From an optimization exercise on the open Yosys and OpenROAD flow, aimed at small area, a short achievable clock period and few clock cycles; shortcuts taken in it are not production practice. At most, simulation tests tie the RTL to the original design; equivalence was not proved. No functional check of the RTL was part of runs 7 and 8. Power and IR drop assume default switching activity.

<file path="flow/config.mk">
export PLATFORM = sky130hd
export DESIGN_NAME = physics_engine
export DESIGN_NICKNAME = physics_engine
export VERILOG_FILES = /design/flow/design.v
export SDC_FILE = /design/flow/constraint.sdc
export NUM_CORES = 4
export LEC_CHECK = 0
export ABC_CLOCK_PERIOD_IN_PS = 3500
export CAP_MARGIN = 20
export CORE_MARGIN = 2
export CORE_UTILIZATION = 40
export SLEW_MARGIN = 20
</file>
<file path="flow/constraint.sdc">
create_clock -name core_clock -period 6.0 [get_ports {clk}]
set_input_delay 1.2000 -clock core_clock [delete_from_list [all_inputs] [get_ports {clk}]]
set_output_delay 1.2000 -clock core_clock [all_outputs]
set_load 0.01 [all_outputs]
</file>
<file path="flow/design.v">
`timescale 1ns / 1ps
module iterative_divider (
    input  wire [16:0] t_in,
    input  wire        a_in,
    input  wire [15:0] v,
    input  wire        mask,       
    input  wire [6:0]  wx,
    input  wire [6:0]  wy,
    input  wire [16:0] accx_in,
    input  wire        satx_in,
    input  wire [15:0] accy_in,
    input  wire        saty_in,
    output wire [16:0] t_out,
    output wire [16:0] accx_out,
    output wire        satx_out,
    output wire [15:0] accy_out,
    output wire        saty_out
);
    wire [17:0] u  = {t_in, a_in};
    wire [18:0] v1 = {3'b0, v};
    wire [18:0] v2 = {2'b0, v, 1'b0};
    wire [18:0] e1 = {1'b0, u} - v1;
    wire [18:0] e2 = {1'b0, u} - v2;
    wire [18:0] na = ~v1;
    wire [18:0] nb = ~v2;
    wire [18:0] uu = {1'b0, u};
    wire [18:0] cs_s = uu ^ na ^ nb;
    wire [18:0] cs_c = {(uu[17:0] & na[17:0]) | (uu[17:0] & nb[17:0]) | (na[17:0] & nb[17:0]), 1'b0};
    wire [18:0] e3 = cs_s + cs_c + 19'd2;
    wire g1 = ~e1[18];
    wire g2 = ~e2[18];
    wire g3 = ~e3[18];
    wire s3 = g3;
    wire s2 = g2 & ~g3;
    wire s1 = g1 & ~g2;
    wire s0 = ~g1;
    wire [15:0] r = ({16{s3}} & e3[15:0]) | ({16{s2}} & e2[15:0]) |
                    ({16{s1}} & e1[15:0]) | ({16{s0}} & u[15:0]);
    assign t_out = {r, 1'b0};
    wire m = ~mask;
    horner4 #(.W(17)) hx (
        .acc(accx_in), .sat(satx_in), .w(wx),
        .s0(s0 | mask), .s1(s1 & m), .s2(s2 & m), .s3(s3 & m),
        .acc_out(accx_out), .sat_out(satx_out));
    horner4 #(.W(16)) hy (
        .acc(accy_in), .sat(saty_in), .w(wy),
        .s0(s0 | mask), .s1(s1 & m), .s2(s2 & m), .s3(s3 & m),
        .acc_out(accy_out), .sat_out(saty_out));
endmodule
module horner4 #(
    parameter W = 17
) (
    input  wire [W-1:0] acc,
    input  wire         sat,
    input  wire [6:0]   w,
    input  wire         s0, s1, s2, s3,
    output wire [W-1:0] acc_out,
    output wire         sat_out
);
    localparam H = W - 7;                     
    wire [8:0]   w1 = {2'b0, w};
    wire [8:0]   w2 = {1'b0, w, 1'b0};
    wire [8:0]   w3 = w1 + w2;
    wire [7:0]   l1 = {1'b0, acc[6:0]} + {3'b0, w1[8:2]};
    wire [7:0]   l2 = {1'b0, acc[6:0]} + {2'b0, w2[8:2]};
    wire [7:0]   l3 = {1'b0, acc[6:0]} + {1'b0, w3[8:2]};
    wire [H-1:0] hi  = acc[W-1:7];
    wire [H-1:0] hi1 = hi + 1'b1;
    wire top = |hi[H-1:H-2];
    wire all1 = &hi[H-3:0];
    wire [W-1:0] c0 = {hi[H-3:0], acc[6:0], 2'b00};
    wire [W-1:0] c1 = {l1[7] ? hi1[H-3:0] : hi[H-3:0], l1[6:0], w1[1:0]};
    wire [W-1:0] c2 = {l2[7] ? hi1[H-3:0] : hi[H-3:0], l2[6:0], w2[1:0]};
    wire [W-1:0] c3 = {l3[7] ? hi1[H-3:0] : hi[H-3:0], l3[6:0], w3[1:0]};
    assign acc_out = ({W{s0}} & c0) | ({W{s1}} & c1) | ({W{s2}} & c2) | ({W{s3}} & c3);
    assign sat_out = sat | top | (all1 & ((s1 & l1[7]) | (s2 & l2[7]) | (s3 & l3[7])));
endmodule
`timescale 1ns / 1ps
module physics_engine #(
    parameter SCREEN_WIDTH = 320,
    parameter SCREEN_HEIGHT = 240
    ) (
    input  wire        clk,
    input  wire        resetn,
    input  wire        fire,
    input  wire [15:0] axi_Z_dist,
    input  wire [15:0] axi_arrow_vel,
    input  wire [7:0]  wind_x_in,
    input  wire [7:0]  wind_y_in,
    input  wire [8:0]  aim_x,
    input  wire [7:0]  aim_y,
    output reg         result_valid,
    output reg [8:0]   land_x,
    output reg [7:0]   land_y
);
    function [19:0] norm16;      
        input [15:0] x;
        reg   [15:0] y;
        reg   [3:0]  n;
        begin
            y = x; n = 4'd0;
            if (y[15:8] == 8'd0) begin y = {y[7:0], 8'd0};  n[3] = 1'b1; end
            if (y[15:12] == 4'd0) begin y = {y[11:0], 4'd0}; n[2] = 1'b1; end
            if (y[15:14] == 2'd0) begin y = {y[13:0], 2'd0}; n[1] = 1'b1; end
            if (y[15] == 1'b0)    begin y = {y[14:0], 1'b0}; n[0] = 1'b1; end
            norm16 = {n, y};
        end
    endfunction
    wire [19:0] nz = norm16(axi_Z_dist);
    wire [19:0] nv = norm16(axi_arrow_vel);
    wire [5:0]  s  = 6'd8 + {2'b0, nv[19:16]} - {2'b0, nz[19:16]};
    wire        zero_q = ~nv[15] | ~nz[15] | s[5];
    reg         busy;
    reg  [3:0]  cnt;         
    reg  [16:0] t;
    reg         a;
    reg  [14:0] vn;          
    reg  [6:0]  wxm, wym;
    reg         wxn, wyn;
    reg  [8:0]  ax;
    reg  [7:0]  ay;
    reg  [16:0] accx;
    reg  [15:0] accy;
    reg         satx, saty;
    wire [16:0] t_nx;
    wire [16:0] accx_nx;
    wire [15:0] accy_nx;
    wire        satx_nx, saty_nx;
    iterative_divider core (
        .t_in(t), .a_in(a), .v({1'b1, vn}), .mask(cnt[3]), .wx(wxm), .wy(wym),
        .accx_in(accx), .satx_in(satx), .accy_in(accy), .saty_in(saty),
        .t_out(t_nx), .accx_out(accx_nx), .satx_out(satx_nx),
        .accy_out(accy_nx), .saty_out(saty_nx));
    always @(posedge clk) begin
        if (!resetn) begin
            busy         <= 1'b0;
            result_valid <= 1'b0;
        end else begin
            result_valid <= 1'b0;
            if (fire) begin
                busy         <= ~zero_q;
                result_valid <= zero_q;
            end else if (busy && cnt == 4'd0) begin
                busy         <= 1'b0;
                result_valid <= 1'b1;
            end
        end
    end
    always @(posedge clk) begin
        if (fire) begin
            vn   <= nv[14:0];
            wxm  <= wind_x_in[6:0];
            wym  <= wind_y_in[6:0];
            wxn  <= wind_x_in[7];
            wyn  <= wind_y_in[7];
            ax   <= aim_x;
            ay   <= aim_y;
        end
    end
    always @(posedge clk) begin
        if (fire) begin
            t    <= s[0] ? {1'b0, nz[15:0]} : {2'b0, nz[15:1]};
            a    <= ~s[0] & nz[0];
            cnt  <= s[4:1];
            accx <= 17'd0;
            accy <= 16'd0;
            satx <= 1'b0;
            saty <= 1'b0;
        end else begin
            t    <= t_nx;
            a    <= 1'b0;
            cnt  <= cnt - 4'd1;
            accx <= accx_nx;
            accy <= accy_nx;
            satx <= satx_nx;
            saty <= saty_nx;
        end
    end
    wire [10:0] px = wxn ? {2'b0, ax} - {2'b0, accx[16:8]} : {2'b0, ax} + {2'b0, accx[16:8]};
    wire [9:0]  py = wyn ? {2'b0, ay} - {2'b0, accy[15:8]} : {2'b0, ay} + {2'b0, accy[15:8]};
    always @* begin
        if (satx)
            land_x = wxn ? 9'd0 : SCREEN_WIDTH - 1;
        else if (px[10])
            land_x = 9'd0;
        else if (px >= SCREEN_WIDTH)
            land_x = SCREEN_WIDTH - 1;
        else
            land_x = px[8:0];
        if (saty)
            land_y = wyn ? 8'd0 : SCREEN_HEIGHT - 1;
        else if (py[9])
            land_y = 8'd0;
        else if (py >= SCREEN_HEIGHT)
            land_y = SCREEN_HEIGHT - 1;
        else
            land_y = py[7:0];
    end
endmodule
</file>
<file path="flow/run.sh">
#!/bin/bash
# synth_recipe.tcl (not shown) runs the flow's synth.tcl, then flattens the netlist and writes it again
# the make line also repeats each setting of config.mk as NAME=value (left out here)
make -C /OpenROAD-flow-scripts/flow DESIGN_CONFIG=/design/flow/config.mk WORK_HOME=/design/flow/orfs CLKGATE_MAP_FILE= SYNTH_SCRIPT=/design/flow/synth_recipe.tcl finish
</file>
==> results.cfg, run 1 <==
[die]
initial_utilization_pct = 40.9
core.rowCount = 63
dieArea_um2 = 31900
die_w_um = 179
core_area_um2 = 29800
die_h_um = 179
ios = 86

[sta]
final.min_clock_period_ns = 5.13
finalMaxSlewViolations = 0
rsz0062_at_grt = no
hold_violations = 0
setup_viol = 0
finalSetupTns_ns = 0
finClkSkew_ns = 0.0102
setup_slack_ns = 0.870
period_share_pct = 85.5
worst_slew_pin_slew_ns = 0.964
fmax_ghz = 0.195
slew_headroom_pct = 35.5

[power]
p_per_area_nw_per_um2 = 460
peakVddDrop_uv = 241
p_leak_nw = 5.82
finalPower_mw = 6.31

[critical_path]
cpMostUsedCell = a21o_1
path_buf_inv = 2
arrival_ns = 3.93
required_ns = 4.80
cp_max_fo = 8
crit_slowest_cell = clkdlybuf4s50_1
end_kind = output pin
cp-start-kind = flop
cp_top_family = compound AO/OA/AOI/OAI gates
crit_path_max_incr_delay_ns = 0.56
cp_cell_sequence = inv_1 > fa_1 > a21o_1 > a21o_1 > a21o_1 > a21oi_1 > nor2b_1 > o311a_1 > a211oi_2 > o21ba_2 > o21ai_0 > clkdlybuf4s50_1
critPathKind = flop to output pin

[detailed_routing]
viasPerCell = 5.65
ant_nets = 0
dr.pass1.iters = 5
via_count = 10800
avgRoutedWirePerCell_um = 16.5
routed_wl_um = 31700
drtIter0Drc = 640
drc = 0

[clock_network]
hold_buffers = 0
post_cts_resized = 0
numCtsBuffers = 9
clock_path_buffers = 2
path_clk_slew_ns = 0.07
htreeDepth = 3
cts_sinks = 107
cts_tree = yes
cts-root-buf = clkbuf_16
insertion_delay_ns = 0.37
post_cts_buffers = 0

[cells_and_area]
fin_nets = 1782
stdcell_count = 1917
post-route-util_pct = 46.0
layout-drive-gt1-share_pct = 4.58
antenna_cells = 0
syn_to_final_growth_pct = 12.5

[yosys]
synth-seq-area-share_pct = 21.5
synth_cells = 1460
synth_ff_type = dfxtp_1
synth.distinct_cells = 92
synth_area_um2 = 12200
synthArstFlopShare_pct = 0
ys_ff_latch = 107
syn_area_per_cell_um2 = 8.35
syn-num-nets = 1720
synth-edff-count = 48
ys.warnings.count = 1

[placed_design]
dp_cells = 1901
portBuffers = 85
post-dp-hpwl_um = 24800
post-place-ws_ns = 0.929
gp_congestion = 0.908

[grt]
grt_max_degree = 66
antenna_found_initial = 0
grt_pass1_wl_um = 52500
grt_pass1_vias = 10500
grt_use_total_pct = 20.4
overflow = 0

[outcome]
status = no timing/DRC/antenna violations

[worst_hold_path]
min_path_type = flop to flop

[job]
cap_viol_max_count = 0
power by group:
group	switching, mW	total, mW	internal (mW)
clock	0.303	0.630	0.327
sequential	0.215	1.14	0.924
combinational	2.63	4.54	1.91
layer usage:
metal  vias to the layer above  track usage [%]  routed length [um]
met1                      5072             26.7               14800
met2                       260             35.1               14800
met4                         0             5.28                 582
met5                         -                0                   0
met3                        36             2.79                1480
li1                       5468                -                   -
worst register-to-register path, cell delays in order, from the launching register on:
cell,delay (ns)
edfxtp_1,0.43
inv_1,0.18
fa_1,0.54
inv_1,0.04
ha_1,0.16
inv_1,0.05
ha_1,0.18
inv_1,0.07
fa_1,0.45
nor2b_4,0.16
o31a_4,0.16
o21ai_4,0.09
o211a_1,0.27
nor3_4,0.29
or2_2,0.42
a311oi_2,0.33
or4_1,0.59
a41oi_1,0.21
worst paths after layout:
path | slack, ns | start | endpoint | cells after the start
max | 0.87 | accy[9]$_SDFF_PP0_ | land_y[5] | 12
min | 0.49 | cnt[0]$_DFF_P_ | cnt[0]$_DFF_P_ | 1
max reg2reg | 1.32 | vn[1]$_DFFE_PP_ | satx$_SDFF_PP0_ | 17
min reg2reg | 0.49 | cnt[0]$_DFF_P_ | cnt[0]$_DFF_P_ | 1
cell type report:
cell class | count | area (um^2)
Clock buffer | 9 | 225
Clock inverter | 7 | 75.1
Fill cell | 2925 | 16100
Inverter | 143 | 537
Multi-Input combinational cell | 1166 | 8840
Sequential cell | 107 | 2620
Tap cell | 390 | 488
Timing Repair Buffer | 95 | 923
flip-flops by register name, summed over array words and instances (netlist names):
| register | flops |
|---|---|
| ax | 9 |
| saty | 1 |
| satx | 1 |
| result_valid | 1 |
| busy | 1 |
| ay | 8 |
| wym | 7 |
| accx | 17 |
| wyn | 1 |
| wxm | 7 |
| wxn | 1 |
| vn | 15 |
| cnt | 4 |
| accy | 16 |
| t | 17 |
| a | 1 |
cell families after synthesis:
kind of cell | synth area share [%]
AOI/OAI and AO/OA | 26.0
and+or+nand+nor | 15.9
adders and majority gates | 21.5
buffers and inverters | 6.09
DFF | 21.5
xor gates and xnor gates | 5.74
muxes | 3.21
synth_stat cells, types with 5 or more instances:
library cell | count | area, um^2
a2111oi_0 | 10 | 87.6
a211oi_1 | 16 | 120
a21o_1 | 39 | 293
a21oi_1 | 122 | 611
a221oi_1 | 17 | 149
a22o_1 | 5 | 43.8
a22oi_1 | 18 | 135
a31oi_1 | 12 | 75.1
a41oi_1 | 5 | 43.8
and2_1 | 10 | 62.6
and3_1 | 15 | 93.8
buf_2 | 9 | 45.0
clkbuf_1 | 29 | 109
dfxtp_1 | 59 | 1180
edfxtp_1 | 48 | 1440
fa_1 | 30 | 601
ha_1 | 162 | 2030
inv_1 | 142 | 533
mux2_2 | 5 | 56.3
mux2i_1 | 29 | 290
nand2_1 | 91 | 342
nand2b_1 | 17 | 106
nand3_1 | 30 | 150
nand4_1 | 5 | 31.3
nor2_1 | 91 | 342
nor2b_1 | 29 | 181
nor3_1 | 38 | 190
nor4_1 | 13 | 81.3
nor4b_1 | 6 | 52.6
o211ai_1 | 9 | 67.6
o21a_1 | 10 | 75.1
o21ai_0 | 126 | 631
o21bai_1 | 18 | 135
or3_1 | 6 | 37.5
or4_1 | 6 | 45.0
xnor2_1 | 53 | 464
xor2_1 | 27 | 236
through the flow:
step           hold WS, ns  instance area, um^2
3_5_place_dp         0.479                13400
6_report             0.488                13700
2_1_floorplan        0.450                12200
5_1_grt              0.545                13700
3_3_place_gp         0.483                13400
4_1_cts              0.492                13700
placed cells by master (no fill, tap or decap), types with 30 or more instances in the layout:
| cell | netlist | final |
|---|---|---|
| ha_1 | 162 | 162 |
| inv_1 | 142 | 142 |
| o21ai_0 | 126 | 126 |
| a21oi_1 | 122 | 122 |
| nor2_1 | 91 | 91 |
| nand2_1 | 91 | 91 |
| clkdlybuf4s50_1 | 0 | 84 |
| dfxtp_1 | 59 | 59 |
| xnor2_1 | 53 | 53 |
| edfxtp_1 | 48 | 48 |
| a21o_1 | 39 | 39 |
| nor3_1 | 38 | 38 |
| nand3_1 | 30 | 30 |
| fa_1 | 30 | 30 |
Testbench counts, summed over its fixed seeds: cycles 10,198.
==> inputs of run 2 (changes only) <==
--- a/flow/config.mk
+++ b/flow/config.mk
@@ -10,3 +10,4 @@
 export CORE_MARGIN = 2
 export CORE_UTILIZATION = 40
+export SETUP_SLACK_MARGIN = 3.0
 export SLEW_MARGIN = 20
==> results.cfg, run 2 <==
[outcome]
status = no timing/DRC/antenna violations

[yosys]
ys_ff_latch = 107
yosysMostFrequentCell = ha_1
synth_cells = 1460
synth_top_area_share_pct = 16.6
synth.distinct_cells = 92
synth_area_um2 = 12200
yosys.area.top_type = ha_1
synthArstFlopShare_pct = 0
synth-seq-area-share_pct = 21.5
syn_area_per_cell_um2 = 8.35
synth-edff-count = 48
synthTopCellsByCount = ha_1 (162), inv_1 (142), o21ai_0 (126)
ys.warnings.count = 1
syn-num-nets = 1720
synth_area_leaders = ha_1 (17%), edfxtp_1 (12%), dfxtp_1 (9.7%), o21ai_0 (5.2%), a21oi_1 (5.0%)
synth_ff_type = dfxtp_1

[placed_design]
post-dp-hpwl_um = 25800
post-place-ws_ns = 1.30
gp_congestion = 0.869
portBuffers = 85
dp_cells = 1903

[power]
p_per_area_nw_per_um2 = 525
peakVddDrop_uv = 360
power.switching_mw = 4.20
pwr-share-comb_pct = 79.5
power.internal_mw = 4.55
clockPowerShare_pct = 7.5
p_leak_nw = 6.98
switching_share_pct = 48.0
p_seq_share_pct = 13.0

[detailed_routing]
avgRoutedWirePerCell_um = 18.1
drc = 0
drtIter0Drc = 832
via_count = 11800
dr.pass1.iters = 5
viasPerCell = 5.73
routed_wl_um = 37200
ant_nets = 0

[clock_network]
numCtsBuffers = 9
hold_buffers = 0
cts_sinks = 107
clock_path_buffers = 2
cts-root-buf = clkbuf_16
htreeDepth = 3
cts_tree = yes
insertion_delay_ns = 0.38
path_clk_slew_ns = 0.09

[cells_and_area]
layout_commonest_cell = ha_1
syn_to_final_growth_pct = 36.6
layout_top_registers = accx (17), t (17), accy (16)
layout-drive-gt1-share_pct = 26.3
stdcell_count = 2058
fin_nets = 1923
final_cell_mix = ha_1 (149), inv_1 (133), a21oi_1 (99)
fill_cells = 2625
antenna_cells = 0

[die]
core_area_um2 = 29800
ios = 86
core.rowCount = 63
die_w_um = 179
dieArea_um2 = 31900
initial_utilization_pct = 40.9
die_h_um = 179

[sta]
worst_slew_pin_slew_ns = 1.00
finClkSkew_ns = 0.0191
finalMaxSlewViolations = 0
setup_viol = 0
slew_headroom_pct = 32.9
setup_slack_ns = 1.25
hold_violations = 0
finalSetupTns_ns = 0
fmax_ghz = 0.210
period_share_pct = 79.2
final.min_clock_period_ns = 4.75
rsz0062_at_grt = yes

[grt]
grt_pass1_wl_um = 58800
antenna_found_initial = 0
overflow = 0
grt_max_degree = 60
grt_pass1_vias = 11500
grt_use_total_pct = 22.9

[critical_path]
end_kind = output pin
arrival_ns = 3.55
r2r_slack_ns = 1.83
r2r-end = accx[12]$_SDFF_PP0_
critPathKind = flop to output pin
cp_max_fo = 6
required_ns = 4.80
r2r-start = vn[1]$_DFFE_PP_
r2r_cells = 19
cp-start-kind = flop

[worst_hold_path]
hold_end = result_valid$_SDFF_PN0_
min_path_type = flop to flop
hp-start = busy$_SDFFE_PN0P_
hold_depth = 2

[job]
cap_viol_max_count = 0
==> run 2: cell counts after synthesis <==
Identical to the previous run, type by type.
==> run 2: how the worst max path moves through the flow <==
stage	to	cells after the start	slack (ns)	start
floorplan	result_valid$_SDFF_PN0_	14	2.14	axi_arrow_vel[8]
global placement	result_valid$_SDFF_PN0_	12	1.37	axi_Z_dist[8]
detailed placement	result_valid$_SDFF_PN0_	12	1.30	axi_Z_dist[8]
CTS	land_x[3]	15	1.25	ax[0]$_DFFE_PP_
global route	land_x[3]	15	1.12	ax[0]$_DFFE_PP_
finish	land_x[0]	16	1.25	ax[0]$_DFFE_PP_
==> run 2: timing repair <==
item,CTS,global route
gates resized for setup,336,90
pin swaps,113,70
endpoints found under the setup margin,91,91
endpoints found under the hold margin,0,0
buffers inserted,90,40
gates cloned,8,1
==> run 2: power groups by stage <==
stage          logic (mW)  clock network [mW]  registers (mW)
2_1_floorplan        3.68                   0            1.07
3_3_place_gp         4.70                   0            1.14
3_5_place_dp         4.76                   0            1.14
4_1_cts              6.17               0.661            1.13
5_1_grt              7.51               0.690            1.16
6_report             6.96               0.657            1.14
==> run 2: kinds of logic (layout without fill, tap and decap cells) <==
| group | Yosys count | in the layout | share of synthesized area, % |
|---|---|---|---|
| AO/OA/AOI/OAI | 478 | 481 | 26.0 |
| flip-flops | 107 | 107 | 21.5 |
| XOR/XNOR | 80 | 80 | 5.74 |
| adder cells (fa/ha/maj) | 192 | 192 | 21.5 |
| buffers and inverters | 187 | 392 | 6.09 |
| multiplexers | 36 | 36 | 3.21 |
| AND/OR/NAND/NOR | 380 | 380 | 15.9 |
==> run 2: cell type report <==
class	instances	area (um^2)	area share, %
repair buffers	233	2290	13.7
multi-input cells	1169	10400	62.4
well taps	390	488	2.93
inverters	143	544	3.27
flip-flops and latches	107	2630	15.8
clock inverters	6	62.6	0.375
clock buffers	10	250	1.50
==> run 2: worst max-delay path, stage by stage, from the launching register on <==
cell and delay, ns:
edfxtp_1 0.40, inv_1 0.08, ha_2 0.19, inv_2 0.04, fa_2 0.35, a21oi_2 0.12
o21bai_1 0.09, a21oi_1 0.18, nor2b_1 0.07, o311a_1 0.32, or4_4 0.55, o311ai_4 0.09
a41oi_2 0.15, buf_6 0.17, buf_4 0.12, o21bai_4 0.15, buf_6 0.12
==> run 2: layer usage <==
| metal | GRT usage [%] | up-vias | part of all wire (%) | wire [um] |
|---|---|---|---|---|
| met5 | 0 | - | 0 | 0 |
| met4 | 8.88 | 0 | 3.2 | 1190 |
| met3 | 2.39 | 74 | 4.1 | 1540 |
| met2 | 38.6 | 334 | 48 | 17800 |
| met1 | 30.0 | 5608 | 45 | 16600 |
| li1 | - | 5779 | - | - |
==> run 2: metrics by stage <==
| stage | hold WS (ns) | cell area [um^2] | utilization (%) | total power [mW] |
|---|---|---|---|---|
| after global placement | 0.473 | 13800 | 46.5 | 5.84 |
| after CTS | 0.478 | 15900 | 53.4 | 7.96 |
| final | 0.500 | 16700 | 55.9 | 8.76 |
| after global routing | 0.519 | 16700 | 55.9 | 9.36 |
| after detailed placement | 0.478 | 13800 | 46.5 | 5.90 |
| after floorplan | 0.450 | 12700 | - | 4.75 |
==> inputs of run 3 (changes only) <==
--- a/flow/config.mk
+++ b/flow/config.mk
@@ -10,4 +10,4 @@
 export CORE_MARGIN = 2
 export CORE_UTILIZATION = 40
-export SETUP_SLACK_MARGIN = 3.0
+export SETUP_SLACK_MARGIN = 1.0
 export SLEW_MARGIN = 20
==> results.cfg, run 3 <==
[sta]
finalMaxSlewViolations = 0
finClkSkew_ns = 0.0119
setup_viol = 0
rsz0062_at_grt = yes
fmax_ghz = 0.201
slew_headroom_pct = 35.8
worst_slew_pin_slew_ns = 0.959
period_share_pct = 82.8
finalSetupTns_ns = 0
final.min_clock_period_ns = 4.97
hold_violations = 0

[yosys]
synth_top_area_share_pct = 16.6
syn_area_per_cell_um2 = 8.35
ys_ff_latch = 107
yosysMostFrequentCell = ha_1
synth.distinct_cells = 92
synth_area_um2 = 12200
syn-num-nets = 1720
synth-edff-count = 48
yosys.area.top_type = ha_1
ys.warnings.count = 1
synth_cells = 1460
synthArstFlopShare_pct = 0
synthTopCellsByCount = ha_1 (162), inv_1 (142), o21ai_0 (126)
synth_ff_type = dfxtp_1
synth_area_leaders = ha_1 (17%), edfxtp_1 (12%), dfxtp_1 (9.7%), o21ai_0 (5.2%), a21oi_1 (5.0%)
synth-seq-area-share_pct = 21.5

[grt]
antenna_found_initial = 0
overflow = 0
grt_pass1_wl_um = 52600
use_met1_pct = 26.7
grt_pass1_vias = 10500
use_met3_pct = 2.79
grtUsageMet2_pct = 35.1
grt_max_degree = 66
busiest_layer = met2
grt_use_total_pct = 20.4

[critical_path]
required_ns = 4.80
cp-start-kind = flop
critPathKind = flop to output pin
cp_top_family = compound AO/OA/AOI/OAI gates
cp_cell_sequence = ha_1 > inv_1 > fa_1 > o21bai_1 > a21oi_1 > o211ai_1 > a2111oi_1 > or4_1 > o311ai_1 > a41oi_2 > o21bai_1 > clkdlybuf4s50_1
crit_slowest_cell = or4_1
cpMostUsedCell = o21bai_1
path_buf_inv = 2
end_kind = output pin
cp_max_fo = 5
arrival_ns = 3.77
crit_path_max_incr_delay_ns = 0.57

[detailed_routing]
drc = 0
routed_wl_um = 31900
via_count = 10800
drtIter0Drc = 634
avgRoutedWirePerCell_um = 16.6
ant_nets = 0
dr.pass1.iters = 5
viasPerCell = 5.64

[cells_and_area]
layout_top_registers = accx (17), t (17), accy (16)
stdcell_count = 1922
syn_to_final_growth_pct = 13.2
layout-drive-gt1-share_pct = 5.42
multiInputGateArea_um2 = 8880
design_area_um2 = 13800
seqCellArea_um2 = 2620
antenna_cells = 0
fin_nets = 1787
layout_commonest_cell = ha_1
fill_cells = 2914
final_cell_mix = ha_1 (162), inv_1 (142), o21ai_0 (125)

[die]
initial_utilization_pct = 40.9
core_area_um2 = 29800
dieArea_um2 = 31900
ios = 86
die_h_um = 179
core.rowCount = 63
die_w_um = 179

[clock_network]
cts_tree = yes
cts-root-buf = clkbuf_16
insertion_delay_ns = 0.37
numCtsBuffers = 9
clock_path_buffers = 2
hold_buffers = 0
path_clk_slew_ns = 0.08
cts_sinks = 107
htreeDepth = 3

[placed_design]
dp_cells = 1901
post-dp-hpwl_um = 24800
portBuffers = 85
dpl-instance-area_um2 = 13400
gp_congestion = 0.908

[outcome]
status = no timing/DRC/antenna violations

[power]
p_leak_nw = 5.95
p_seq_share_pct = 18.0
power.internal_mw = 3.16
pwr-share-comb_pct = 72.0
switching_share_pct = 50.0
clockPowerShare_pct = 10.0
peakVddDrop_uv = 240
power.switching_mw = 3.17
p_per_area_nw_per_um2 = 459

[job]
cap_viol_max_count = 0

[worst_hold_path]
min_path_type = flop to flop
run 3: cell counts after synthesis:
No cell type changed its count.
run 3: layout make-up:
class                   instances  share of cell area, %
multi-input cells            1166                   64.3
clock buffers                   9                   1.63
inverters                     143                   3.89
well taps                     390                   3.54
repair buffers                100                   7.05
flip-flops and latches        107                   19.0
clock inverters                 7                  0.544
run 3: worst paths after layout:
kind | end | from | slack, ns | cells past startpoint
max | land_x[0] | accx[8]$_SDFF_PP0_ | 1.03 | 12
min | cnt[0]$_DFF_P_ | cnt[0]$_DFF_P_ | 0.48 | 1
max reg2reg | t[13]$_DFF_P_ | vn[1]$_DFFE_PP_ | 1.30 | 18
min reg2reg | cnt[0]$_DFF_P_ | cnt[0]$_DFF_P_ | 0.48 | 1
run 3: layer usage:
metal  part of all wire [%]  wire length, um  vias up
met2                     47            14900      274
li1                       -                -     5479
met4                    1.9              591        0
met5                      0                0        -
met1                     47            14900     5047
met3                    4.7             1510       38
run 3: power groups by stage:
stage / Sequential, mW / Combinational (mW) / Clock (mW)
detailed placement: 1.15 / 4.48 / 0
CTS: 1.14 / 4.51 / 0.655
global route: 1.16 / 5.08 / 0.678
floorplan: 1.07 / 3.43 / 0
finish: 1.14 / 4.56 / 0.632
global placement: 1.15 / 4.45 / 0
run 3: metrics by stage:
stage	power [mW]	worst slack (ns)	util [%]	hold slack [ns]
2_1_floorplan	4.50	1.76	-	0.450
3_3_place_gp	5.60	1.07	45.0	0.483
3_5_place_dp	5.63	0.929	45.0	0.479
4_1_cts	6.30	0.971	46.1	0.492
5_1_grt	6.92	0.767	46.3	0.545
6_report	6.33	1.03	46.3	0.485
run 3: kinds of logic (layout without fill, tap and decap cells):
group                    Yosys count  after routing  synth area share [%]
XOR/XNOR                          80             80                  5.74
multiplexers                      36             36                  3.21
AO/OA/AOI/OAI                    478            478                  26.0
AND/OR/NAND/NOR                  380            380                  15.9
flip-flops                       107            107                  21.5
buffers and inverters            187            259                  6.09
adder cells (fa/ha/maj)          192            192                  21.5
run 3: timing repair:
action                                  4_1_cts  5_1_grt
gates cloned                                  0        0
gates resized for setup                       6       22
pin swaps                                     2        2
endpoints found under the setup margin       11       17
buffers inserted                              0        5
run 3: worst reg2reg max path, stage by stage, from the launching register on:
cell and delay, ns:
edfxtp_1 0.43, inv_1 0.18, fa_1 0.54, inv_1 0.04, ha_1 0.16, inv_1 0.05
ha_1 0.18, inv_1 0.07, fa_1 0.45, nor2b_4 0.16, o31a_4 0.16, o21ai_4 0.09
o211a_1 0.27, nor3_4 0.30, nor2_1 0.09, buf_4 0.23, nor2_1 0.71, a22oi_1 0.29
a22oi_1 0.23
==> inputs of run 4 (changes only) <==
--- a/flow/config.mk
+++ b/flow/config.mk
@@ -9,5 +9,5 @@
 export CAP_MARGIN = 20
 export CORE_MARGIN = 2
-export CORE_UTILIZATION = 40
-export SETUP_SLACK_MARGIN = 1.0
+export CORE_UTILIZATION = 60
+export SETUP_SLACK_MARGIN = 2.0
 export SLEW_MARGIN = 20
==> results.cfg, run 4 <==
[critical_path]
end_kind = output pin
crit_path_max_incr_delay_ns = 0.51
crit_slowest_cell = or4_4
critPathKind = flop to output pin
cp_max_fo = 5
required_ns = 4.80
cp-start-kind = flop
cp_cell_sequence = buf_4 > fa_2 > a21oi_2 > o21bai_2 > a21oi_2 > nor2b_1 > o311a_1 > or4_4 > o311ai_4 > a41oi_2 > buf_4 > o21bai_1 > buf_2
arrival_ns = 3.54

[clock_network]
htreeDepth = 3
numCtsBuffers = 9
cts-root-buf = clkbuf_16
path_clk_slew_ns = 0.08
cts_tree = yes
cts_sinks = 107
insertion_delay_ns = 0.38
clock_path_buffers = 2

[yosys]
ys_ff_latch = 107
synth-seq-area-share_pct = 21.5
yosys.area.top_type = ha_1
yosysMostFrequentCell = ha_1
synth_ff_type = dfxtp_1
synthSimpleGateAreaFrac_pct = 15.9
synth-edff-count = 48
synth_top_area_share_pct = 16.6
synthTopCellsByCount = ha_1 (162), inv_1 (142), o21ai_0 (126)
synth_xor_area_share_pct = 5.74
synthAdderAreaFrac_pct = 21.5
synth_cells = 1460
syn-num-nets = 1720
syn_area_per_cell_um2 = 8.35
synth_area_um2 = 12200
synth_area_leaders = ha_1 (17%), edfxtp_1 (12%), dfxtp_1 (9.7%), o21ai_0 (5.2%), a21oi_1 (5.0%)
synth.distinct_cells = 92
synth_compound_area_share_pct = 26.0
ys.warnings.count = 1
synthArstFlopShare_pct = 0
synth_top_family_by_area = compound AO/OA/AOI/OAI gates
muxShareOfSynthArea_pct = 3.21

[power]
p_per_area_nw_per_um2 = 473
power.internal_mw = 3.54
p_leak_nw = 6.38
clockPowerShare_pct = 8.9
peakVddDrop_uv = 418
p_seq_share_pct = 16.3
pwr-share-comb_pct = 74.8
switching_share_pct = 49.1
power.switching_mw = 3.41

[sta]
worst_slew_pin_slew_ns = 0.978
finClkSkew_ns = 0.0119
fmax_ghz = 0.211
finalMaxSlewViolations = 0
setup_viol = 0
final.min_clock_period_ns = 4.74
hold_violations = 0
period_share_pct = 79.1
finalSetupTns_ns = 0
rsz0062_at_grt = yes
slew_headroom_pct = 34.8

[cells_and_area]
syn_to_final_growth_pct = 20.5
post-route-util_pct = 73.1
final_cell_mix = ha_1 (150), inv_1 (132), a21oi_1 (114)
antenna_cells = 0
layout_commonest_cell = ha_1
fill_cells = 1559
layout_top_registers = accx (17), t (17), accy (16)
layout-drive-gt1-share_pct = 15.9
fin_nets = 1862

[placed_design]
gp_congestion = 0.911
post-dp-hpwl_um = 23900
portBuffers = 85

[die]
dieArea_um2 = 21500
core.rowCount = 52
die_w_um = 147
die_h_um = 147
initial_utilization_pct = 60.7
ios = 86
core_area_um2 = 20100

[detailed_routing]
routed_wl_um = 32800
ant_nets = 0
drc = 0
via_count = 11500
dr.pass1.iters = 5
drtIter0Drc = 638
viasPerCell = 6.10
avgRoutedWirePerCell_um = 17.5

[grt]
antenna_found_initial = 0
grt_use_total_pct = 29.5
overflow = 0
grt_max_degree = 70
grt_pass1_wl_um = 52200
grt_pass1_vias = 10900

[job]
cap_viol_max_count = 0

[outcome]
status = no timing/DRC/antenna violations

[worst_hold_path]
min_path_type = flop to flop
run 4: routing by layer:
layer / GRT usage [%] / up-vias / share of wire (%)
met1: 37.5 / 5359 / 44
met2: 51.0 / 370 / 48
li1: - / 5649 / -
met5: 0 / - / 0
met4: 10.1 / 0 / 3.0
met3: 4.59 / 76 / 5.2
run 4: worst paths after layout:
path | end | cells past startpoint | startpoint | slack [ns]
worst max-delay path | land_x[5] | 13 | ax[1]$_DFFE_PP_ | 1.26
worst min-delay path | result_valid$_SDFF_PN0_ | 2 | busy$_SDFFE_PN0P_ | 0.51
worst max register to register | accx[13]$_SDFF_PP0_ | 17 | vn[2]$_DFFE_PP_ | 1.98
worst min register to register | result_valid$_SDFF_PN0_ | 2 | busy$_SDFFE_PN0P_ | 0.51
run 4: critical path: cells and delay by family (launching register included):
| kind | cells | cell delay (ns) |
|---|---|---|
| fa+ha+maj | 1 | 0.39 |
| compound gates | 7 | 1.19 |
| simple gates | 2 | 0.58 |
| buf+inv | 3 | 0.53 |
| flops | 1 | 0.48 |
run 4: cells by family (layout without fill, tap and decap cells):
family,after synthesis,in the layout
flops,107,107
fa+ha+maj,192,192
simple gates,380,380
buf+inv,187,333
xor+xnor,80,80
mux,36,36
compound gates,478,479
run 4: what timing repair did:
item,4_1_cts,5_1_grt
pin swaps,45,55
buffers inserted,44,33
gates cloned,2,1
hold buffers,0,0
setup endpoints to repair,57,62
resized for setup,149,83
run 4: final cells by class:
class / instances / area [um^2] / share of cell area (%)
multi-input cells: 1167 / 9350 / 63.6
clock inverters: 7 / 66.3 / 0.451
repair buffers: 174 / 1550 / 10.5
flip-flops and latches: 107 / 2630 / 17.9
inverters: 143 / 542 / 3.68
well taps: 270 / 338 / 2.30
clock buffers: 9 / 225 / 1.53
run 4: metrics by stage:
step                total power, mW  setup slack, ns  std cells  hold WS, ns  instance area, um^2
floorplan                      4.50             2.01       1460        0.450                12200
global placement               5.53             1.08       1781        0.480                13300
detailed placement             5.60             1.01       1781        0.489                13300
CTS                            6.51             1.28       1843        0.507                14100
global route                   7.52             1.07       1877        0.519                14700
finish                         6.95             1.26       1877        0.505                14700
run 4: power groups by stage:
stage | Combinational (mW) | Sequential, mW | Clock (mW)
global placement | 4.39 | 1.14 | 0
CTS | 4.76 | 1.13 | 0.627
floorplan | 3.43 | 1.07 | 0
global route | 5.71 | 1.16 | 0.651
detailed placement | 4.46 | 1.14 | 0
finish | 5.20 | 1.14 | 0.620
==> inputs of run 5 (changes only) <==
--- a/flow/config.mk
+++ b/flow/config.mk
@@ -9,5 +9,5 @@
 export CAP_MARGIN = 20
 export CORE_MARGIN = 2
-export CORE_UTILIZATION = 60
-export SETUP_SLACK_MARGIN = 2.0
+export CORE_UTILIZATION = 40
+export SETUP_SLACK_MARGIN = 1.5
 export SLEW_MARGIN = 20
==> results.cfg, run 5 <==
[outcome]
status = no timing/DRC/antenna violations

[clock_network]
cts-root-buf = clkbuf_16
hold_buffers = 0
cts_tree = yes
insertion_delay_ns = 0.37
path_clk_slew_ns = 0.08
cts_sinks = 107
htreeDepth = 3
numCtsBuffers = 9
clock_path_buffers = 2

[cells_and_area]
stdcell_count = 1944
post-route-util_pct = 47.4
fin_nets = 1809
antenna_cells = 0
syn_to_final_growth_pct = 15.7
layout-drive-gt1-share_pct = 10.2
fill_cells = 2904
layout_top_registers = accx (17), t (17), accy (16)
final_cell_mix = ha_1 (159), inv_1 (138), a21oi_1 (116), o21ai_0 (116), nor2_1 (90)
layout_commonest_cell = ha_1

[sta]
period_share_pct = 77.2
finalMaxSlewViolations = 0
worst_slew_pin_slew_ns = 0.974
fmax_ghz = 0.216
finClkSkew_ns = 0.00912
final.min_clock_period_ns = 4.63
setup_viol = 0
slew_headroom_pct = 34.8
rsz0062_at_grt = yes
finalSetupTns_ns = 0
hold_violations = 0
setup_slack_ns = 1.37

[yosys]
synthArstFlopShare_pct = 0
ys.warnings.count = 1
syn_area_per_cell_um2 = 8.35
synth_area_leaders = ha_1 (17%), edfxtp_1 (12%), dfxtp_1 (9.7%), o21ai_0 (5.2%), a21oi_1 (5.0%)
ys_ff_latch = 107
synth-seq-area-share_pct = 21.5
syn-num-nets = 1720
synth-edff-count = 48
synth_cells = 1460
synth_area_um2 = 12200
yosysMostFrequentCell = ha_1
yosys.area.top_type = ha_1
synth.distinct_cells = 92
synth_ff_type = dfxtp_1
synthTopCellsByCount = ha_1 (162), inv_1 (142), o21ai_0 (126)
synth_top_area_share_pct = 16.6

[detailed_routing]
dr.pass1.iters = 5
viasPerCell = 5.67
ant_nets = 0
drc = 0
routed_wl_um = 32600
avgRoutedWirePerCell_um = 16.8
via_count = 11000
drtIter0Drc = 668

[placed_design]
gp_congestion = 0.908
dp_cells = 1901
post-dp-hpwl_um = 24800
post-place-ws_ns = 0.929
portBuffers = 85

[critical_path]
critPathKind = flop to output pin
cp_max_fo = 4
arrival_ns = 3.43
required_ns = 4.80
end_kind = output pin
cp-start-kind = flop
r2r_slack_ns = 1.70

[power]
p_leak_nw = 6.02
p_per_area_nw_per_um2 = 458
peakVddDrop_uv = 250

[worst_hold_path]
min_path_type = flop to flop

[grt]
grt_use_total_pct = 20.7
use_met3_pct = 2.96
overflow = 0
grt_max_degree = 66
busiest_layer = met2
antenna_found_initial = 0
use_met1_pct = 27.0
grt_pass1_vias = 10700
grt_pass1_wl_um = 53400
grtUsageMet2_pct = 35.8

[job]
cap_viol_max_count = 0

[die]
die_h_um = 179
dieArea_um2 = 31900
initial_utilization_pct = 40.9
ios = 86
core.rowCount = 63
core_area_um2 = 29800
die_w_um = 179
## run 5: power by group
part / switching (mW) / internal [mW] / leakage (nW)
Sequential: 0.216 / 0.926 / 0.959
Clock: 0.303 / 0.327 / 0.142
Combinational: 2.70 / 1.98 / 4.92
Total: 3.22 / 3.23 / 6.02
## run 5: worst paths after layout
check,cells after the start,endpoint,start
setup reg to reg,16,t[10]$_DFF_P_,vn[2]$_DFFE_PP_
hold reg to reg,1,cnt[0]$_DFF_P_,cnt[0]$_DFF_P_
setup / recovery,17,land_y[1],ay[0]$_DFFE_PP_
hold / removal,1,cnt[0]$_DFF_P_,cnt[0]$_DFF_P_
## run 5: cell type report
type                            count  area [um^2]  share of cell area (%)
Sequential cell                   107         2630                    18.6
Tap cell                          390          488                    3.46
Clock inverter                      7         75.1                   0.532
Timing Repair Buffer              120         1050                    7.45
Clock buffer                        9          225                    1.60
Inverter                          143          537                    3.80
Multi-Input combinational cell   1168         9100                    64.5
## run 5: layer usage
metal,part of all wire (%),wire (um)
met1,46,15000
met2,48,15500
met3,4.7,1530
met4,1.7,551
met5,0,0
## run 5: cells by family after synthesis
logic type	after synthesis	synth area share, %
adders and majority gates	192	21.5
DFF	107	21.5
muxes	36	3.21
AOI/OAI and AO/OA	478	26.0
and+or+nand+nor	380	15.9
xor gates and xnor gates	80	5.74
buffers and inverters	187	6.09
## run 5: critical path: stages, from the launching register on
cell      delay (ns)
edfxtp_1        0.40
inv_1           0.07
ha_2            0.16
inv_2           0.04
fa_2            0.35
a21o_1          0.18
a21o_1          0.17
a21o_1          0.17
a21oi_2         0.17
nor2b_1         0.07
o311a_1         0.33
a211oi_4        0.24
buf_4           0.16
buf_6           0.10
buf_6           0.09
a21oi_2         0.03
o221ai_2        0.17
buf_2           0.15
## run 5: per-stage QoR
step / hold slack [ns] / area, um^2 / total power, mW
finish: 0.485 / 14100 / 6.45
global route: 0.541 / 14100 / 7.06
CTS: 0.492 / 13900 / 6.34
detailed placement: 0.479 / 13400 / 5.63
global placement: 0.483 / 13400 / 5.60
floorplan: 0.450 / 12200 / 4.50
## run 5: what timing repair did
| action | in CTS | in global routing |
|---|---|---|
| endpoints found under the hold margin | 0 | 0 |
| gates resized for setup | 83 | 62 |
| pin swaps | 14 | 24 |
| gates cloned | 1 | 1 |
| endpoints found under the setup margin | 43 | 53 |
| setup buffers | 11 | 14 |
==> inputs of run 6 (changes only) <==
--- a/flow/config.mk
+++ b/flow/config.mk
@@ -10,4 +10,5 @@
 export CORE_MARGIN = 2
 export CORE_UTILIZATION = 40
+export CTS_BUF_LIST = sky130_fd_sc_hd__clkbuf_4 sky130_fd_sc_hd__clkbuf_8
 export SETUP_SLACK_MARGIN = 1.5
 export SLEW_MARGIN = 20
==> results.cfg, run 6 <==
[yosys]
ys_ff_latch = 107
syn_area_per_cell_um2 = 8.35
synth_cells = 1460
synth_xor_area_share_pct = 5.74
muxShareOfSynthArea_pct = 3.21
synth_top_area_share_pct = 16.6
yosys.area.top_type = ha_1
synth_area_leaders = ha_1 (17%), edfxtp_1 (12%), dfxtp_1 (9.7%), o21ai_0 (5.2%), a21oi_1 (5.0%)
synthSimpleGateAreaFrac_pct = 15.9
synth_ff_type = dfxtp_1
synth_compound_area_share_pct = 26.0
synth-edff-count = 48
ys.warnings.count = 1
synthAdderAreaFrac_pct = 21.5
synthTopCellsByCount = ha_1 (162), inv_1 (142), o21ai_0 (126)
synth.distinct_cells = 92
synthArstFlopShare_pct = 0
synth_area_um2 = 12200
synth-seq-area-share_pct = 21.5
yosysMostFrequentCell = ha_1
synth_top_family_by_area = compound AO/OA/AOI/OAI gates
syn-num-nets = 1720

[sta]
period_share_pct = 78.2
finalSetupTns_ns = 0
setup_viol = 0
finClkSkew_ns = 0.0133
slew_headroom_pct = 34.6
final.min_clock_period_ns = 4.69
hold_violations = 0
rsz0062_at_grt = yes
fmax_ghz = 0.213
worst_slew_pin_slew_ns = 0.977
hold_ws_ns = 0.490
finalMaxSlewViolations = 0

[grt]
overflow = 0
grt_max_degree = 66
grt_pass1_vias = 10700
grt_pass1_wl_um = 53200
grt_use_total_pct = 20.6
antenna_found_initial = 0

[clock_network]
clock_path_buffers = 2
htreeDepth = 3
cts_sinks = 107
cts-root-buf = clkbuf_8
numCtsBuffers = 9
insertion_delay_ns = 0.41
cts_tree = yes
path_clk_slew_ns = 0.12

[die]
core.rowCount = 63
die_h_um = 179
ios = 86
die_w_um = 179
dieArea_um2 = 31900
initial_utilization_pct = 40.9
core_area_um2 = 29800

[power]
finalPower_mw = 6.32
peakVddDrop_uv = 248
p_per_area_nw_per_um2 = 451
p_leak_nw = 5.95

[critical_path]
required_ns = 4.80
cp-start-kind = flop
r2r-start = vn[2]$_DFFE_PP_
r2r_slack_ns = 1.69
end_kind = output pin
cp_max_fo = 5
critPathKind = flop to output pin
crit_start = ax[0]$_DFFE_PP_
arrival_ns = 3.49

[cells_and_area]
fin_nets = 1807
layout_top_registers = accx (17), t (17), accy (16)
layout_commonest_cell = ha_1
fill_cells = 2916
stdcell_count = 1942
layout-drive-gt1-share_pct = 10.1
final_cell_mix = ha_1 (159), inv_1 (138), a21oi_1 (116), o21ai_0 (116), nor2_1 (90)
antenna_cells = 0
syn_to_final_growth_pct = 14.8

[outcome]
status = no timing/DRC/antenna violations

[detailed_routing]
drtIter0Drc = 657
viasPerCell = 5.67
drc = 0
avgRoutedWirePerCell_um = 16.8
dr.pass1.iters = 7
routed_wl_um = 32700
via_count = 11000
ant_nets = 0

[placed_design]
post-dp-hpwl_um = 24800
gp_congestion = 0.908
portBuffers = 85
dp_cells = 1901

[job]
cap_viol_max_count = 0

[worst_hold_path]
hp-start = cnt[0]$_DFF_P_
min_path_type = flop to flop
[run 6: cell counts after synthesis]
Identical to the previous run, type by type.
[run 6: critical path, cell delays in order, from the launching register on]
cell	delay [ns]
edfxtp_1	0.42
inv_1	0.08
ha_2	0.18
inv_2	0.04
fa_2	0.34
a21oi_2	0.15
o21bai_2	0.09
a21oi_2	0.16
nor2b_1	0.06
o311a_1	0.32
or4_4	0.46
o311ai_4	0.10
a41oi_2	0.17
buf_4	0.19
o21bai_1	0.15
buf_2	0.17
[run 6: repair_timing]
| action | CTS | global route |
|---|---|---|
| setup endpoints to repair | 42 | 53 |
| pin swaps | 16 | 24 |
| setup buffers | 9 | 13 |
| gates cloned | 0 | 3 |
| resized for setup | 82 | 58 |
| hold buffers | 0 | 0 |
[run 6: routing by layer]
layer / vias up / part of all wire [%] / wire (um) / GRT usage, %
li1: 5519 / - / - / -
met1: 5177 / 46 / 15000 / 26.9
met2: 288 / 47 / 15400 / 35.8
met3: 36 / 5.1 / 1670 / 2.86
met4: 0 / 1.7 / 564 / 5.12
met5: - / 0 / 0 / 0
[run 6: stage by stage]
stage                     utilization (%)  instance area (um^2)  worst slack, ns
after floorplan                         -                 12200             1.76
after detailed placement             45.0                 13400            0.929
final                                47.0                 14000             1.31
after CTS                            46.1                 13700             1.32
after global routing                 47.0                 14000             1.11
after global placement               45.0                 13400             1.07
[run 6: cell type report]
type	instances	area, um^2	share of cell area [%]
Sequential cell	107	2630	18.8
Tap cell	390	488	3.48
Timing Repair Buffer	117	1030	7.37
Clock buffer	9	124	0.884
Inverter	143	537	3.83
Clock inverter	7	75.1	0.536
Multi-Input combinational cell	1169	9120	65.1
[run 6: path summary, 6_finish.rpt]
path	endpoint	cells past startpoint
worst max-delay path	land_x[0]	15
worst min-delay path	cnt[0]$_DFF_P_	1
worst max register to register	t[10]$_DFF_P_	16
worst min register to register	cnt[0]$_DFF_P_	1
[run 6: cells by family after synthesis]
kind of cell | Yosys count
AOI/OAI and AO/OA | 478
buffers and inverters | 187
xor gates and xnor gates | 80
and+or+nand+nor | 380
DFF | 107
muxes | 36
adders and majority gates | 192
[run 6: where the power goes]
part	total, mW	leakage (nW)	switching, mW	internal, mW
clock	0.484	0.0953	0.288	0.196
sequential	1.14	0.958	0.217	0.925
combinational	4.69	4.90	2.71	1.98
==> inputs of run 7 (changes only) <==
--- a/flow/design.v
+++ b/flow/design.v
@@ -90,5 +90,5 @@
     input  wire [8:0]  aim_x,
     input  wire [7:0]  aim_y,
-    output reg         result_valid,
+    output wire        result_valid,
     output reg [8:0]   land_x,
     output reg [7:0]   land_y
@@ -107,9 +107,19 @@
         end
     endfunction
+    function [4:0] bitlen;
+        input [16:0] x;
+        integer i;
+        begin
+            bitlen = 5'd0;
+            for (i = 0; i < 17; i = i + 1)
+                if (x[i]) bitlen = i + 1;
+        end
+    endfunction
     wire [19:0] nz = norm16(axi_Z_dist);
     wire [19:0] nv = norm16(axi_arrow_vel);
     wire [5:0]  s  = 6'd8 + {2'b0, nv[19:16]} - {2'b0, nz[19:16]};
     wire        zero_q = ~nv[15] | ~nz[15] | s[5];
-    reg         busy;
+    reg         busy;        
+    reg         fin;         
     reg  [3:0]  cnt;         
     reg  [16:0] t;
@@ -132,17 +142,52 @@
         .t_out(t_nx), .accx_out(accx_nx), .satx_out(satx_nx),
         .accy_out(accy_nx), .saty_out(saty_nx));
+    wire [8:0] tx_in = wind_x_in[7] ? aim_x : SCREEN_WIDTH - aim_x;
+    wire [8:0] ty_in = wind_y_in[7] ? {1'b0, aim_y} : SCREEN_HEIGHT - {1'b0, aim_y};
+    wire d0x_in = (wind_x_in[6:0] == 7'd0) |
+                  (wind_x_in[7] ? (aim_x == 9'd0) : (aim_x >= SCREEN_WIDTH));
+    wire d0y_in = (wind_y_in[6:0] == 7'd0) |
+                  (wind_y_in[7] ? (aim_y == 8'd0) : ({1'b0, aim_y} >= SCREEN_HEIGHT));
+    reg  [3:0] jx, jy;
+    reg        d0x, d0y;
+    always @(posedge clk) begin
+        if (fire) begin
+            jx  <= bitlen({8'd0, tx_in}) ;
+            jy  <= bitlen({8'd0, ty_in}) ;
+            d0x <= d0x_in;
+            d0y <= d0y_in;
+        end
+    end
+    wire [4:0] bx = bitlen(accx);
+    wire [4:0] by = bitlen({1'b0, accy});
+    wire [5:0] lx = {1'b0, bx} + {1'b0, cnt, 1'b0};
+    wire [5:0] ly = {1'b0, by} + {1'b0, cnt, 1'b0};
+    wire big_x = satx | ((bx != 5'd0) & (lx >= {2'b0, jx} + 6'd7));
+    wire big_y = saty | ((by != 5'd0) & (ly >= {2'b0, jy} + 6'd7));
+    wire det_x = d0x | big_x;
+    wire det_y = d0y | big_y;
+    wire det   = det_x & det_y;
+    assign result_valid = fin | (busy & det);
+    wire [10:0] qx = wxn ? {2'b0, ax} - {2'b0, accx[16:8]} : {2'b0, ax} + {2'b0, accx[16:8]};
+    wire [9:0]  qy = wyn ? {2'b0, ay} - {2'b0, accy[15:8]} : {2'b0, ay} + {2'b0, accy[15:8]};
+    wire fx = busy & big_x;
+    wire fy = busy & big_y;
+    wire x_lo = wxn & (satx | fx | qx[10]);
+    wire x_hi = ~x_lo & ((~wxn & (satx | fx)) | qx >= SCREEN_WIDTH);
+    wire y_lo = wyn & (saty | fy | qy[9]);
+    wire y_hi = ~y_lo & ((~wyn & (saty | fy)) | qy >= SCREEN_HEIGHT);
+    always @* begin
+        land_x = x_lo ? 9'd0 : x_hi ? SCREEN_WIDTH - 1 : qx[8:0];
+        land_y = y_lo ? 8'd0 : y_hi ? SCREEN_HEIGHT - 1 : qy[7:0];
+    end
     always @(posedge clk) begin
         if (!resetn) begin
-            busy         <= 1'b0;
-            result_valid <= 1'b0;
+            busy <= 1'b0;
+            fin  <= 1'b0;
+        end else if (fire) begin
+            busy <= ~zero_q;
+            fin  <= zero_q;
         end else begin
-            result_valid <= 1'b0;
-            if (fire) begin
-                busy         <= ~zero_q;
-                result_valid <= zero_q;
-            end else if (busy && cnt == 4'd0) begin
-                busy         <= 1'b0;
-                result_valid <= 1'b1;
-            end
+            busy <= busy & ~det & (cnt != 4'd0);
+            fin  <= busy & ~det & (cnt == 4'd0);
         end
     end
@@ -177,23 +222,3 @@
         end
     end
-    wire [10:0] px = wxn ? {2'b0, ax} - {2'b0, accx[16:8]} : {2'b0, ax} + {2'b0, accx[16:8]};
-    wire [9:0]  py = wyn ? {2'b0, ay} - {2'b0, accy[15:8]} : {2'b0, ay} + {2'b0, accy[15:8]};
-    always @* begin
-        if (satx)
-            land_x = wxn ? 9'd0 : SCREEN_WIDTH - 1;
-        else if (px[10])
-            land_x = 9'd0;
-        else if (px >= SCREEN_WIDTH)
-            land_x = SCREEN_WIDTH - 1;
-        else
-            land_x = px[8:0];
-        if (saty)
-            land_y = wyn ? 8'd0 : SCREEN_HEIGHT - 1;
-        else if (py[9])
-            land_y = 8'd0;
-        else if (py >= SCREEN_HEIGHT)
-            land_y = SCREEN_HEIGHT - 1;
-        else
-            land_y = py[7:0];
-    end
 endmodule
--- a/flow/config.mk
+++ b/flow/config.mk
@@ -10,5 +10,4 @@
 export CORE_MARGIN = 2
 export CORE_UTILIZATION = 40
-export CTS_BUF_LIST = sky130_fd_sc_hd__clkbuf_4 sky130_fd_sc_hd__clkbuf_8
 export SETUP_SLACK_MARGIN = 1.5
 export SLEW_MARGIN = 20
==> results.cfg, run 7 <==
[power]
p_per_area_nw_per_um2 = 556
peakVddDrop_uv = 278
p_leak_nw = 6.88
finalPower_mw = 9.13

[cells_and_area]
fin_nets = 2060
layout_top_registers = accx (17), t (17), accy (16)
layout_commonest_cell = ha_1
syn_to_final_growth_pct = 19.0
fill_cells = 3311
design_area_um2 = 16400
antenna_cells = 0
layout-drive-gt1-share_pct = 13.2
post-route-util_pct = 47.9
final_cell_mix = ha_1 (182), a21oi_1 (142), nor2_1 (132)

[sta]
finClkSkew_ns = 0.0144
finalSetupTns_ns = 0
setup_viol = 0
setup_slack_ns = 0.576
finalMaxSlewViolations = 0
hold_violations = 0
period_share_pct = 90.4
final.min_clock_period_ns = 5.42
worst_slew_pin_slew_ns = 1.12
rsz0062_at_grt = yes
fmax_ghz = 0.184
slew_headroom_pct = 24.9

[grt]
grt_pass1_vias = 12200
antenna_found_initial = 0
grt_max_degree = 68
grt_pass1_wl_um = 63400
grt_use_total_pct = 21.9
overflow = 0

[yosys]
syn_area_per_cell_um2 = 8.33
synth-edff-count = 58
yosysMostFrequentCell = ha_1
synth_area_um2 = 13800
synth_area_leaders = ha_1 (17%), edfxtp_1 (13%), dfxtp_1 (8.6%), a21oi_1 (5.5%), fa_1 (4.6%)
synth_ff_type = dfxtp_1
yosys.area.top_type = ha_1
syn-num-nets = 1942
synthTopCellsByCount = ha_1 (185), a21oi_1 (153), nor2_1 (138)
synthArstFlopShare_pct = 0
synth.distinct_cells = 98
ys.warnings.count = 1
synth_cells = 1657
synth_top_area_share_pct = 16.8
ys_ff_latch = 117
synth-seq-area-share_pct = 21.2

[critical_path]
end_kind = output pin
cp_cell_sequence = nor2_4 > o21ai_2 > a211o_1 > a211oi_2 > nor3_2 > nor2_1 > ha_2 > fa_1 > ha_1 > a21o_1 > a21o_1 > a221oi_2 > a31oi_1 > a211o_2 > nor3_4 > buf_4 > a22oi_2 > buf_2
crit_slowest_cell = fa_1
cp-start-kind = flop
crit_path_max_incr_delay_ns = 0.41
cp_top_family = compound AO/OA/AOI/OAI gates
path_buf_inv = 2
cpMostUsedCell = a21o_1
cp_max_fo = 4
arrival_ns = 4.22
critPathKind = flop to output pin
required_ns = 4.80

[die]
core_area_um2 = 34300
initial_utilization_pct = 40.3
core.rowCount = 68
dieArea_um2 = 36000
die_w_um = 190
ios = 86
die_h_um = 190

[detailed_routing]
avgRoutedWirePerCell_um = 17.8
ant_nets = 0
drtIter0Drc = 1054
dr.pass1.iters = 5
drc = 0
routed_wl_um = 40000
viasPerCell = 5.76
via_count = 12900

[placed_design]
post-dp-hpwl_um = 30000
dpl-instance-area_um2 = 15200
gp_congestion = 0.936
portBuffers = 85
post-place-ws_ns = 0.365

[clock_network]
htreeDepth = 4
cts_sinks = 117
insertion_delay_ns = 0.45
hold_buffers = 0
numCtsBuffers = 17
cts_tree = yes
path_clk_slew_ns = 0.06
cts-root-buf = clkbuf_16
clock_path_buffers = 2

[outcome]
status = no timing/DRC/antenna violations

[job]
cap_viol_max_count = 0

[worst_hold_path]
min_path_type = flop to flop
==> run 7: through the flow <==
stage | instances | hold slack, ns
after global routing | 2243 | 0.567
after detailed placement | 2164 | 0.510
final | 2243 | 0.516
after floorplan | 1657 | 0.473
after CTS | 2223 | 0.520
after global placement | 2164 | 0.494
==> run 7: worst reg2reg max path, cell delays in order (launching register included) <==
cell        delay (ns)
edfxtp_1          0.45
clkinvlp_4        0.22
fa_1              0.51
ha_1              0.29
ha_2              0.19
inv_1             0.06
fa_2              0.35
nand2b_4          0.16
a211oi_4          0.24
nor3_2            0.09
or3_4             0.41
and3b_4           0.25
a32o_1            0.27
o21ai_1           0.42
nor2b_1           0.10
o22a_1            0.21
==> run 7: final timing paths <==
| kind | startpoint | to | slack, ns | cells past startpoint |
|---|---|---|---|---|
| worst max-delay path | accx[3]$_SDFF_PP0_ | land_x[1] | 0.58 | 18 |
| worst min register to register | wym[0]$_DFFE_PP_ | accy[0]$_SDFF_PP0_ | 0.52 | 1 |
| worst min-delay path | wym[0]$_DFFE_PP_ | accy[0]$_SDFF_PP0_ | 0.52 | 1 |
| worst max register to register | vn[1]$_DFFE_PP_ | accx[14]$_SDFF_PP0_ | 1.67 | 15 |
==> run 7: area by class of cell <==
type | count | area, um^2 | share of cell area, %
tap | 455 | 569 | 3.46
timing repair buffer | 148 | 1280 | 7.80
sequential | 117 | 2950 | 18.0
inverter | 117 | 448 | 2.73
clock inverter | 12 | 139 | 0.845
clock buffer | 20 | 437 | 2.66
multi-input combinational | 1374 | 10600 | 64.6
==> run 7: kinds of logic after synthesis <==
kind of cell             share of synthesized area, %
buffers and inverters                            4.95
XOR/XNOR                                         6.41
adder cells (fa/ha/maj)                          21.4
flip-flops                                       21.2
AND/OR/NAND/NOR                                  17.3
AO/OA/AOI/OAI                                    26.3
multiplexers                                     2.51
==> run 7: what timing repair did <==
action / 4_1_cts / 5_1_grt
gates cloned: 0 / 2
setup buffers: 27 / 18
pin swaps: 14 / 18
resized for setup: 134 / 42
setup endpoints to repair: 63 / 47
==> run 7: power breakdown <==
group | switching, mW | internal (mW) | total [mW]
Combinational | 3.75 | 3.04 | 6.79
Sequential | 0.267 | 1.04 | 1.30
Clock | 0.396 | 0.645 | 1.04
==> run 7: per-layer routing <==
layer,GRT usage (%),wire length [um],up-vias
li1,-,-,6378
met1,32.0,19900,6139
met2,33.8,17400,352
met3,2.73,2040,48
met4,6.26,620,0
met5,0,0,-
==> inputs of run 8 (changes only) <==
--- a/flow/design.v
+++ b/flow/design.v
@@ -158,10 +158,15 @@
         end
     end
-    wire [4:0] bx = bitlen(accx);
-    wire [4:0] by = bitlen({1'b0, accy});
-    wire [5:0] lx = {1'b0, bx} + {1'b0, cnt, 1'b0};
-    wire [5:0] ly = {1'b0, by} + {1'b0, cnt, 1'b0};
-    wire big_x = satx | ((bx != 5'd0) & (lx >= {2'b0, jx} + 6'd7));
-    wire big_y = saty | ((by != 5'd0) & (ly >= {2'b0, jy} + 6'd7));
+    wire signed [6:0] ex = $signed({3'b0, jx}) + 7'sd6 - $signed({2'b0, cnt, 1'b0});
+    wire signed [6:0] ey = $signed({3'b0, jy}) + 7'sd6 - $signed({2'b0, cnt, 1'b0});
+    reg  [16:0] mkx;
+    reg  [15:0] mky;
+    integer i;
+    always @* begin
+        for (i = 0; i < 17; i = i + 1) mkx[i] = (ex <= i);
+        for (i = 0; i < 16; i = i + 1) mky[i] = (ey <= i);
+    end
+    wire big_x = satx | (|(accx & mkx));
+    wire big_y = saty | (|(accy & mky));
     wire det_x = d0x | big_x;
     wire det_y = d0y | big_y;
==> results.cfg, run 8 <==
[power]
power.internal_mw = 4.37
p_seq_share_pct = 15.1
peakVddDrop_uv = 270
p_leak_nw = 6.91
power.switching_mw = 4.03
switching_share_pct = 48.0
p_per_area_nw_per_um2 = 504
clockPowerShare_pct = 12.7
finalPower_mw = 8.40
pwr-share-comb_pct = 72.2

[job]
cap_viol_max_count = 0

[sta]
rsz0062_at_grt = yes
setup_slack_ns = 1.02
slew_headroom_pct = 31.7
worst_slew_pin_slew_ns = 1.03
period_share_pct = 83.1
final.min_clock_period_ns = 4.98
finClkSkew_ns = 0.0124
fmax_ghz = 0.201
finalMaxSlewViolations = 0
setup_viol = 0
hold_violations = 0
finalSetupTns_ns = 0

[critical_path]
arrival_ns = 3.78
cp-start-kind = flop
end_kind = output pin
cp_max_fo = 5
crit_slowest_cell = fa_2
crit_path_max_incr_delay_ns = 0.51
cp_cell_sequence = inv_2 > ha_4 > fa_2 > nor4b_2 > o2bb2ai_1 > a21oi_1 > o32ai_1 > o211ai_1 > buf_4 > a2111oi_4 > buf_4 > o21ba_4 > and3_4 > buf_6
required_ns = 4.80
critPathKind = flop to output pin
cpMostUsedCell = buf_4

[grt]
grt_pass1_wl_um = 64900
overflow = 0
grt_use_total_pct = 22.0
antenna_found_initial = 1
grt_pass1_vias = 12700
grt_max_degree = 69

[die]
ios = 86
die_h_um = 191
core.rowCount = 68
dieArea_um2 = 36600
die_w_um = 191
initial_utilization_pct = 40.6
core_area_um2 = 34500

[placed_design]
post-dp-hpwl_um = 31000
portBuffers = 85
gp_congestion = 0.878
post-place-ws_ns = 0.554

[yosys]
synth-edff-count = 58
synth-seq-area-share_pct = 20.8
synth_top_area_share_pct = 16.1
synthArstFlopShare_pct = 0
synth_area_leaders = ha_1 (16%), edfxtp_1 (12%), dfxtp_1 (8.4%), a21oi_1 (5.3%), fa_1 (4.6%)
ys_ff_latch = 117
yosysMostFrequentCell = ha_1
synth_ff_type = dfxtp_1
syn_area_per_cell_um2 = 8.20
synthTopCellsByCount = ha_1 (181), a21oi_1 (148), inv_1 (133)
synth_cells = 1711
syn-num-nets = 1992
synth.distinct_cells = 88
yosys.area.top_type = ha_1
synth_area_um2 = 14000
ys.warnings.count = 1

[cells_and_area]
final_cell_mix = ha_1 (174), a21oi_1 (146), nor2_1 (129)
post-route-util_pct = 48.3
layout-drive-gt1-share_pct = 11.0
layout_commonest_cell = ha_1
fin_nets = 2098
layout_top_registers = accx (17), t (17), accy (16)
syn_to_final_growth_pct = 18.9
antenna_cells = 0

[detailed_routing]
routed_wl_um = 40400
ant_nets = 0
via_count = 13300
avgRoutedWirePerCell_um = 17.7
drtIter0Drc = 1084
routed-wl-met2_um = 18900
dr.pass1.iters = 5
drc = 0
dr_wl_met3_um = 2110
wirelength_met1_um = 18600
highest_layer = met4
viasPerCell = 5.80

[worst_hold_path]
min_path_type = flop to flop

[clock_network]
numCtsBuffers = 17
cts-root-buf = clkbuf_16
htreeDepth = 4
cts_sinks = 117
path_clk_slew_ns = 0.06
clock_path_buffers = 2
cts_tree = yes
insertion_delay_ns = 0.43

[outcome]
status = no timing/DRC/antenna violations
run 8: cell type report:
type / count / area, um^2
multi-input combinational: 1407 / 10800
fill: 3349 / 17900
clock buffer: 18 / 429
timing repair buffer: 138 / 1210
clock inverter: 14 / 178
sequential: 117 / 2930
inverter: 136 / 519
tap: 455 / 569
run 8: final timing paths:
path                                     startpoint                   to  cells past startpoint  slack (ns)
worst max register to register      vn[7]$_DFFE_PP_  accx[16]$_SDFF_PP0_                     15        1.71
worst max-delay path            jy[2]$_SDFFCE_PP0P_            land_y[4]                     14        1.02
worst min-delay path            accx[13]$_SDFF_PP0_  accx[15]$_SDFF_PP0_                      2        0.54
worst min register to register  accx[13]$_SDFF_PP0_  accx[15]$_SDFF_PP0_                      2        0.54
run 8: power by group through the flow:
| stage | registers [mW] | clock network, mW | logic (mW) |
|---|---|---|---|
| 2_1_floorplan | 1.17 | 0 | 4.02 |
| 3_3_place_gp | 1.27 | 0 | 5.30 |
| 3_5_place_dp | 1.27 | 0 | 5.37 |
| 4_1_cts | 1.26 | 1.08 | 5.69 |
| 5_1_grt | 1.30 | 1.11 | 6.69 |
| 6_report | 1.27 | 1.06 | 6.07 |
run 8: logic make-up after synthesis:
logic type                 after synthesis  share of synthesized area, %
AOI/OAI and AO/OA                      573                          27.6
xor gates and xnor gates                87                          5.43
adders and majority gates              213                          20.7
buffers and inverters                  188                          5.13
DFF                                    117                          20.8
muxes                                   40                          3.02
and+or+nand+nor                        493                          17.3
run 8: layer usage:
metal	track usage (%)	up-vias
met5	0	-
met2	36.9	333
met3	4.04	60
li1	-	6612
met1	28.6	6252
met4	6.57	0
run 8: critical path, delay by kind of cell, from the launching register on:
| kind | cells | cell delay [ns] |
|---|---|---|
| compound gates | 6 | 1.25 |
| fa+ha+maj | 2 | 0.71 |
| buf+inv | 4 | 0.54 |
| simple gates | 2 | 0.46 |
| flops | 1 | 0.37 |
run 8: what timing repair did:
action | in CTS | in global routing
hold buffers | 0 | 0
cloned | 0 | 2
hold endpoints to repair | 0 | 0
setup buffers | 18 | 19
pin swaps | 26 | 19
endpoints found under the setup margin | 41 | 50
gates resized for setup | 110 | 42
run 8: stage by stage:
stage | hold WS [ns] | instance area, um^2 | cells
after CTS | 0.535 | 16300 | 2263
after floorplan | 0.477 | 14000 | 1711
after detailed placement | 0.537 | 15300 | 2213
after global placement | 0.521 | 15300 | 2213
final | 0.536 | 16700 | 2285
after global routing | 0.576 | 16700 | 2285

[port drivers added, routing unchanged]
The flow's constraints put no driver on any port. The routed layouts listed below were extracted and timed again, unchanged, in two steps.
Step 1, drivers: a clkbuf_16 drives clk and a buf_2 each remaining input, both assumed.
Step 2 also shifts input and output timing later by t, the mid clock arrival at the registers, as if the neighbouring blocks saw the same clock.
Three values: ideal, step 1, step 2; two values: the first two.
run	t (ns)	slack for setup (ns)	worst setup path at the end	pins driven straight from the clock port
run 1	0.413	0.870 / 0.823 / 0.928	input to register	1
run 2	0.414	1.247 / 1.200 / 1.614	register to output	1
run 3	0.413	1.034 / 0.988 / 0.921	input to register	1
run 4	0.417	1.256 / 1.209 / 1.626	register to output	1
run 5	0.412	1.366 / 1.319 / 1.288	input to register	1
run 6	0.447	1.308 / 1.266 / 1.236	input to register	1
run 7	0.491	0.576 / 0.522 / 1.013	register to output	1
run 8	0.472	1.016 / 0.966 / 1.260	input to register	1
After both steps setup and hold are still met in every run listed. For run 3, which loses most, drivers alone change the setup slack by -0.046 ns; drivers and shift together by -0.113 ns.
